What follows belongs to an exercise in optimizing a design on an open flow for small area and a short achievable clock period; a production flow would make more cautious choices. Function was checked by simulation only, so behaviour that the tests miss may differ from the original.

Design Filter_block_1, start of the top module:
module Filter_block_1 (
    input clk,
    input rst_n,
    input ena,
    input signed [0:15] x_in,
    output reg signed [0:31] y_out
);
  wire [15:0] x_le = x_in;    
  reg [15:0] h0;
  reg [15:0] h1;
  reg [15:0] h2;
  reg [15:0] h3;
  reg [15:0] h4;
  reg [15:0] h5;
  reg [15:0] h6;
  reg [15:0] h7;
  reg [15:0] h8;
  reg [15:0] h9;
  reg [15:0] h10;
  reg [15:0] h11;
  reg [15:0] h12;
  reg [15:0] h13;
  reg [15:0] h14;
  reg [15:0] h15;
  reg [15:0] h16;
  reg [15:0] h17;
  reg [15:0] h18;
  reg [15:0] h19;
  reg [15:0] h20;
  reg [15:0] h21;
  reg [15:0] h22;
  reg [15:0] h23;
  reg [15:0] h24;
  reg [15:0] h25;
  reg [15:0] h26;
  reg [15:0] h27;
  reg [15:0] h28;
  reg [15:0] h29;
  reg [15:0] h30;
  reg [15:0] h31;
  reg [15:0] h32;
  reg [15:0] h33;
  reg [15:0] h34;
  reg [15:0] h35;
  reg [15:0] h36;
  reg [15:0] h37;
  reg [15:0] h38;
  reg [15:0] h39;
  reg [15:0] h40;
  reg [15:0] h41;
  reg [15:0] h42;
  reg [15:0] h43;
  reg [15:0] h44;
  reg [15:0] h45;
  reg [15:0] h46;
  reg [15:0] h47;
  reg [15:0] h48;
  reg [15:0] h49;
  reg [15:0] h50;
  reg [15:0] h51;
  reg [15:0] h52;
  reg [15:0] h53;
  reg [15:0] h54;
  reg [15:0] h55;
  reg [15:0] h56;
  reg [15:0] h57;
  reg [15:0] h58;
  always @(posedge clk or negedge rst_n) begin
    if (!rst_n) begin
      h0 <= 16'd0;
      h1 <= 16'd0;
      h2 <= 16'd0;
      h3 <= 16'd0;
      h4 <= 16'd0;
      h5 <= 16'd0;
      h6 <= 16'd0;
      h7 <= 16'd0;
      h8 <= 16'd0;
      h9 <= 16'd0;
      h10 <= 16'd0;
      h11 <= 16'd0;
      h12 <= 16'd0;
      h13 <= 16'd0;
  ...
Settings: LEC_CHECK=0, CAP_MARGIN=20, CORE_MARGIN=2, CORE_UTILIZATION=65, PLACE_DENSITY=0.75, SLEW_MARGIN=20, SYNTH_HIERARCHICAL=1, SYNTH_MINIMUM_KEEP_SIZE=0; clock period 16.0 ns.
standard.sh (not shown) runs the stock make flow with config.mk's settings and CLKGATE_MAP_FILE= SYNTH_SCRIPT=/design/flow/synth_recipe.tcl, a recipe that flattens the netlist after the stock synthesis.
==> flow/flow/run.sh <==
#!/bin/bash
# Standard layout (the standard.sh: ORFS synth .. finish) with two changes:
#  - repair_timing is asked to keep a setup margin (flow/margin.txt), so that the timing
#    repair after placement, CTS and global routing works on paths longer than
#    (period - margin);
#  - after placement, the buffer trees of the high-fanout inputs ena and rst_n are rebuilt
#    as balanced two-level trees (flow/hfn2.tcl); their port buffers stay.
# The SDC, the clock period and every other setting are the design's.
set -euo pipefail
MARGIN=$(cat flow/margin.txt)
RES=orfs/results/sky130hd/Filter_block_1/base
bash standard.sh SETUP_SLACK_MARGIN=$MARGIN place > standard_place.log 2>&1
PLATFORM_DIR=$FLOW_HOME/platforms/sky130hd HFN_IN=$RES/3_place.odb HFN_SDC=$RES/3_place.sdc \
  HFN_PORTS="ena rst_n" HFN_LEAVES=40 HFN_MIDS=6 \
  HFN_LEAF_CELL=sky130_fd_sc_hd__buf_8 HFN_MID_CELL=sky130_fd_sc_hd__buf_16 \
  HFN_OUT=$RES/3_place_hfn.odb \
  openroad -no_init -exit flow/hfn2.tcl > hfn.log 2>&1
mv $RES/3_place_hfn.odb $RES/3_place.odb
bash standard.sh SETUP_SLACK_MARGIN=$MARGIN finish > standard_finish.log 2>&1
Other scripts of this flow, unchanged in this note and not shown: flow/flow/hfn2.tcl, flow/flow/margin.txt
==> next run, changes <==
Settings changed: CORE_UTILIZATION 65 to 55, CTS_BUF_LIST set to sky130_fd_sc_hd__clkbuf_16, CTS_CLUSTER_DIAMETER set to 100, CTS_CLUSTER_SIZE set to 22, PLACE_DENSITY 0.75 to unset.
Core utilization went down by 13 points. Sequential cell count does not change. Wire length went up by 8.0%. Via count went down by 3.2%.

========
## the baseline
Filter_block_1, a different RTL version from the one above (not shown whole).
Size in the first run: about 51 I/O pins, about 0.080 mm^2 of cells after synthesis.
==> flow/config.mk <==
export PLATFORM = sky130hd
export DESIGN_NAME = Filter_block_1
export DESIGN_NICKNAME = Filter_block_1
export VERILOG_FILES = /design/flow/design.v
export SDC_FILE = /design/flow/constraint.sdc
export NUM_CORES = 4
export LEC_CHECK = 0
export CAP_MARGIN = 70
export CORE_MARGIN = 2
export CORE_UTILIZATION = 40
export SLEW_MARGIN = 70
export SYNTH_HIERARCHICAL = 1
export SYNTH_MINIMUM_KEEP_SIZE = 0
==> flow/constraint.sdc <==
create_clock -name core_clock -period 16.0 [get_ports {clk}]
set_input_delay 3.2000 -clock core_clock [delete_from_list [all_inputs] [get_ports {clk}]]
set_output_delay 3.2000 -clock core_clock [all_outputs]
set_load 0.01 [all_outputs]
run.sh (not shown) runs the stock make flow with config.mk's settings and CLKGATE_MAP_FILE= SYNTH_SCRIPT=/design/flow/synth_recipe.tcl, a recipe that flattens the netlist after the stock synthesis.
Stock flow here: none of the scripts above is used.
The baseline was carried through to the last stage, and its layout satisfied the timing, design-rule and antenna checks.
Input-level comparison between the candidate and the baseline:
==> flow/flow/run.sh (new file) <==
#!/bin/bash
# Standard layout (the standard.sh: ORFS synth .. finish), with repair_timing
# asked to keep a setup margin, so that the timing repair after placement, CTS and
# global routing works on paths longer than (period - margin). The SDC, the clock
# period and every other setting are the design's.
set -euo pipefail
MARGIN=$(cat flow/margin.txt)
bash standard.sh SETUP_SLACK_MARGIN=$MARGIN finish > standard_make.log 2>&1
==> flow/flow/margin.txt (new file) <==
11.5
==> flow/standard.sh (new file) <==
#!/bin/bash
# synth_recipe.tcl (not shown) runs the flow's synth.tcl, then flattens the netlist and writes it again
# the make line also repeats each setting of config.mk as NAME=value (left out here)
make -C /OpenROAD-flow-scripts/flow DESIGN_CONFIG=/design/flow/config.mk WORK_HOME=/design/flow/orfs CLKGATE_MAP_FILE= SYNTH_SCRIPT=/design/flow/synth_recipe.tcl "${@:-finish}"
removed: flow/run.sh
--- outcome ---
The candidate reached the end of the flow, and the finished layout is clean on the timing, design-rule and antenna checks. Run comparison: the candidate type of the worst setup path reg2reg; the baseline type of the worst setup path in2reg. The run showing the greater ratio of final minimum period to clock period is the baseline. Final worst setup slack, the baseline and the candidate: smaller value in the baseline. Between the baseline and the candidate, the flow reports sum of met3 wire segment lengths after detailed routing decreasing by a little under 10%. Relative to the baseline, the candidate degrades detailed-route wire length.

========
RTL: one of the versions met above, not the one the previous note started from.
Size in the first run: about 5000 cells after synthesis, ~51 I/O pins.
export LEC_CHECK = 0
export CAP_MARGIN = 70
export CORE_MARGIN = 2
export CORE_UTILIZATION = 55
export SLEW_MARGIN = 70
export SYNTH_HIERARCHICAL = 1
export SYNTH_MINIMUM_KEEP_SIZE = 0
create_clock -name core_clock -period 16.0 [get_ports {clk}]
standard.sh (not shown) runs the stock make flow with config.mk's settings and CLKGATE_MAP_FILE= SYNTH_SCRIPT=/design/flow/synth_recipe.tcl, a recipe that flattens the netlist after the stock synthesis.
==> flow/flow/run.sh <==
#!/bin/bash
# Standard layout (the standard.sh: ORFS synth .. finish) with two changes:
#  - repair_timing is asked to keep a setup margin (flow/margin.txt), so that the timing
#    repair after placement, CTS and global routing works on paths longer than
#    (period - margin);
#  - after placement, the buffer trees of the high-fanout inputs ena and rst_n are rebuilt
#    as balanced two-level trees (flow/hfn2.tcl); their port buffers stay.
# The SDC, the clock period and every other setting are the design's.
set -euo pipefail
MARGIN=$(cat flow/margin.txt)
RES=orfs/results/sky130hd/Filter_block_1/base
bash standard.sh SETUP_SLACK_MARGIN=$MARGIN place > standard_place.log 2>&1
PLATFORM_DIR=$FLOW_HOME/platforms/sky130hd HFN_IN=$RES/3_place.odb HFN_SDC=$RES/3_place.sdc \
  HFN_PORTS="ena rst_n" HFN_LEAVES=40 HFN_MIDS=6 \
  HFN_LEAF_CELL=sky130_fd_sc_hd__buf_8 HFN_MID_CELL=sky130_fd_sc_hd__buf_16 \
  HFN_OUT=$RES/3_place_hfn.odb \
  openroad -no_init -exit flow/hfn2.tcl > hfn.log 2>&1
mv $RES/3_place_hfn.odb $RES/3_place.odb
bash standard.sh SETUP_SLACK_MARGIN=$MARGIN finish > standard_finish.log 2>&1
==> flow/flow/margin.txt <==
11.5
Other scripts of this flow, unchanged in this note and not shown: flow/flow/hfn2.tcl
Then changed:
Settings changed: CORE_UTILIZATION 55 to 65, PLACE_DENSITY set to 0.75.
What happened: Worst hold slack gets better by 0.020 ns; global-route usage rises by 3.1 points; routed wire length fell by 8.3%.
Then changed:
Settings changed: CAP_MARGIN 70 to 20, CORE_UTILIZATION 65 to 55, PLACE_DENSITY 0.75 to not set, SLEW_MARGIN 70 to 20.
Outcome:
- count of clock-buffer cells in the layout rises by 1
- final cell count is higher by a few percent
- area after synthesis stays the same
- synthesized cell count is unchanged
Then changed:
==> flow/flow/margin.txt (replaced) <==
11.3
Settings changed: CAP_MARGIN 20 to 70, SLEW_MARGIN 20 to 70.
Effect: Setup slack is worse by 0.16 ns; global-route usage is about the same; wire length falls by 0.88%; cell count went down by 1.4%; via count falls by 0.93%; area after synthesis is unchanged; final area decreases by 0.95%; non-clock buffer count falls by 101; die area is unchanged; sequential cell count stays the same.

========
Starting RTL as in the previous note.
==> flow/config.mk <==
export PLATFORM = sky130hd
export DESIGN_NAME = Filter_block_1
export DESIGN_NICKNAME = Filter_block_1
export VERILOG_FILES = /design/flow/design.v
export SDC_FILE = /design/flow/constraint.sdc
export NUM_CORES = 4
export LEC_CHECK = 0
export CAP_MARGIN = 20
export CORE_MARGIN = 2
export CORE_UTILIZATION = 55
export CTS_BUF_LIST = sky130_fd_sc_hd__clkbuf_16
export CTS_CLUSTER_DIAMETER = 100
export CTS_CLUSTER_SIZE = 22
export SLEW_MARGIN = 20
export SYNTH_HIERARCHICAL = 1
export SYNTH_MINIMUM_KEEP_SIZE = 0
==> flow/constraint.sdc <==
create_clock -name core_clock -period 16.0 [get_ports {clk}]
set_input_delay 3.2000 -clock core_clock [delete_from_list [all_inputs] [get_ports {clk}]]
set_output_delay 3.2000 -clock core_clock [all_outputs]
set_load 0.01 [all_outputs]
==> flow/flow/margin.txt <==
11.6
Scripts as last shown in full above: flow/flow/run.sh
Other scripts of this flow, unchanged in this note and not shown: flow/flow/hfn2.tcl
Next try:
==> flow/flow/margin.txt (replaced) <==
11.8
==> flow/config.mk (replaced) <==
export PLATFORM = sky130hd
export DESIGN_NAME = Filter_block_1
export DESIGN_NICKNAME = Filter_block_1
export VERILOG_FILES = /design/flow/design.v
export SDC_FILE = /design/flow/constraint.sdc
export NUM_CORES = 4
export LEC_CHECK = 0
export CAP_MARGIN = 70
export CORE_MARGIN = 2
export CORE_UTILIZATION = 55
export SLEW_MARGIN = 70
export SYNTH_HIERARCHICAL = 1
export SYNTH_MINIMUM_KEEP_SIZE = 0
Outcome:
- final area grows by 6.7%
- hold slack barely changes
- die area is unchanged
- core utilization grows by 4.1 points
- count of clock-buffer cells in the layout grows by 139
- clock skew grows by 0.011 ns
- routed wire length grows by 3.6%
- first-iteration DRC count is about the same

separate check: timing with driven ports:
The flow's constraints put no driver on any port. The routed layouts listed below were extracted and timed again, unchanged, in two steps. Step 1 assumes that a clkbuf_16 drives the clock port and a buf_2 every other input. Step 2 times the ports against the registers' clock, not the clock port: input delays grow and output delays shrink by t, the midpoint of the rising clock arrivals with the driver on. Three values: ideal, step 1, step 2; two values: the first two.
run	t, ns	setup WS [ns]	hold WS [ns]	worst slew at a driven data input, ns
the first run of note 1	0.845	11.456 / 11.381 / 10.891	0.491 / 0.491 / 0.491	0.06
the second run of note 1	0.764	11.492 / 11.445 / 10.943	0.480 / 0.480 / 0.480	0.08
the baseline	0.855	10.860 / 10.873 / 10.018	0.483 / 0.483 / 0.483	0.10
the candidate	0.855	11.273 / 11.273 / 10.668	0.477 / 0.477 / 0.477	0.12
the first run of note 3	0.855	11.453 / 11.373 / 11.190	0.473 / 0.473 / 0.473	0.08
the second run of note 3	0.843	11.472 / 11.401 / 11.163	0.493 / 0.493 / 0.493	0.06
the third run of note 3	0.831	11.480 / 11.404 / 10.956	0.474 / 0.474 / 0.474	0.08
the fourth run of note 3	0.826	11.315 / 11.270 / 11.188	0.471 / 0.471 / 0.471	0.08
the first run of note 4	0.762	11.471 / 11.471 / 10.911	0.490 / 0.490 / 0.490	0.08
the second run of note 4	0.847	11.430 / 11.345 / 11.109	0.491 / 0.491 / 0.491	0.08
After both steps setup and hold are still met in every run listed. The setup slack of the baseline, which loses most, moves by +0.013 ns with the drivers and by -0.842 ns with both steps.
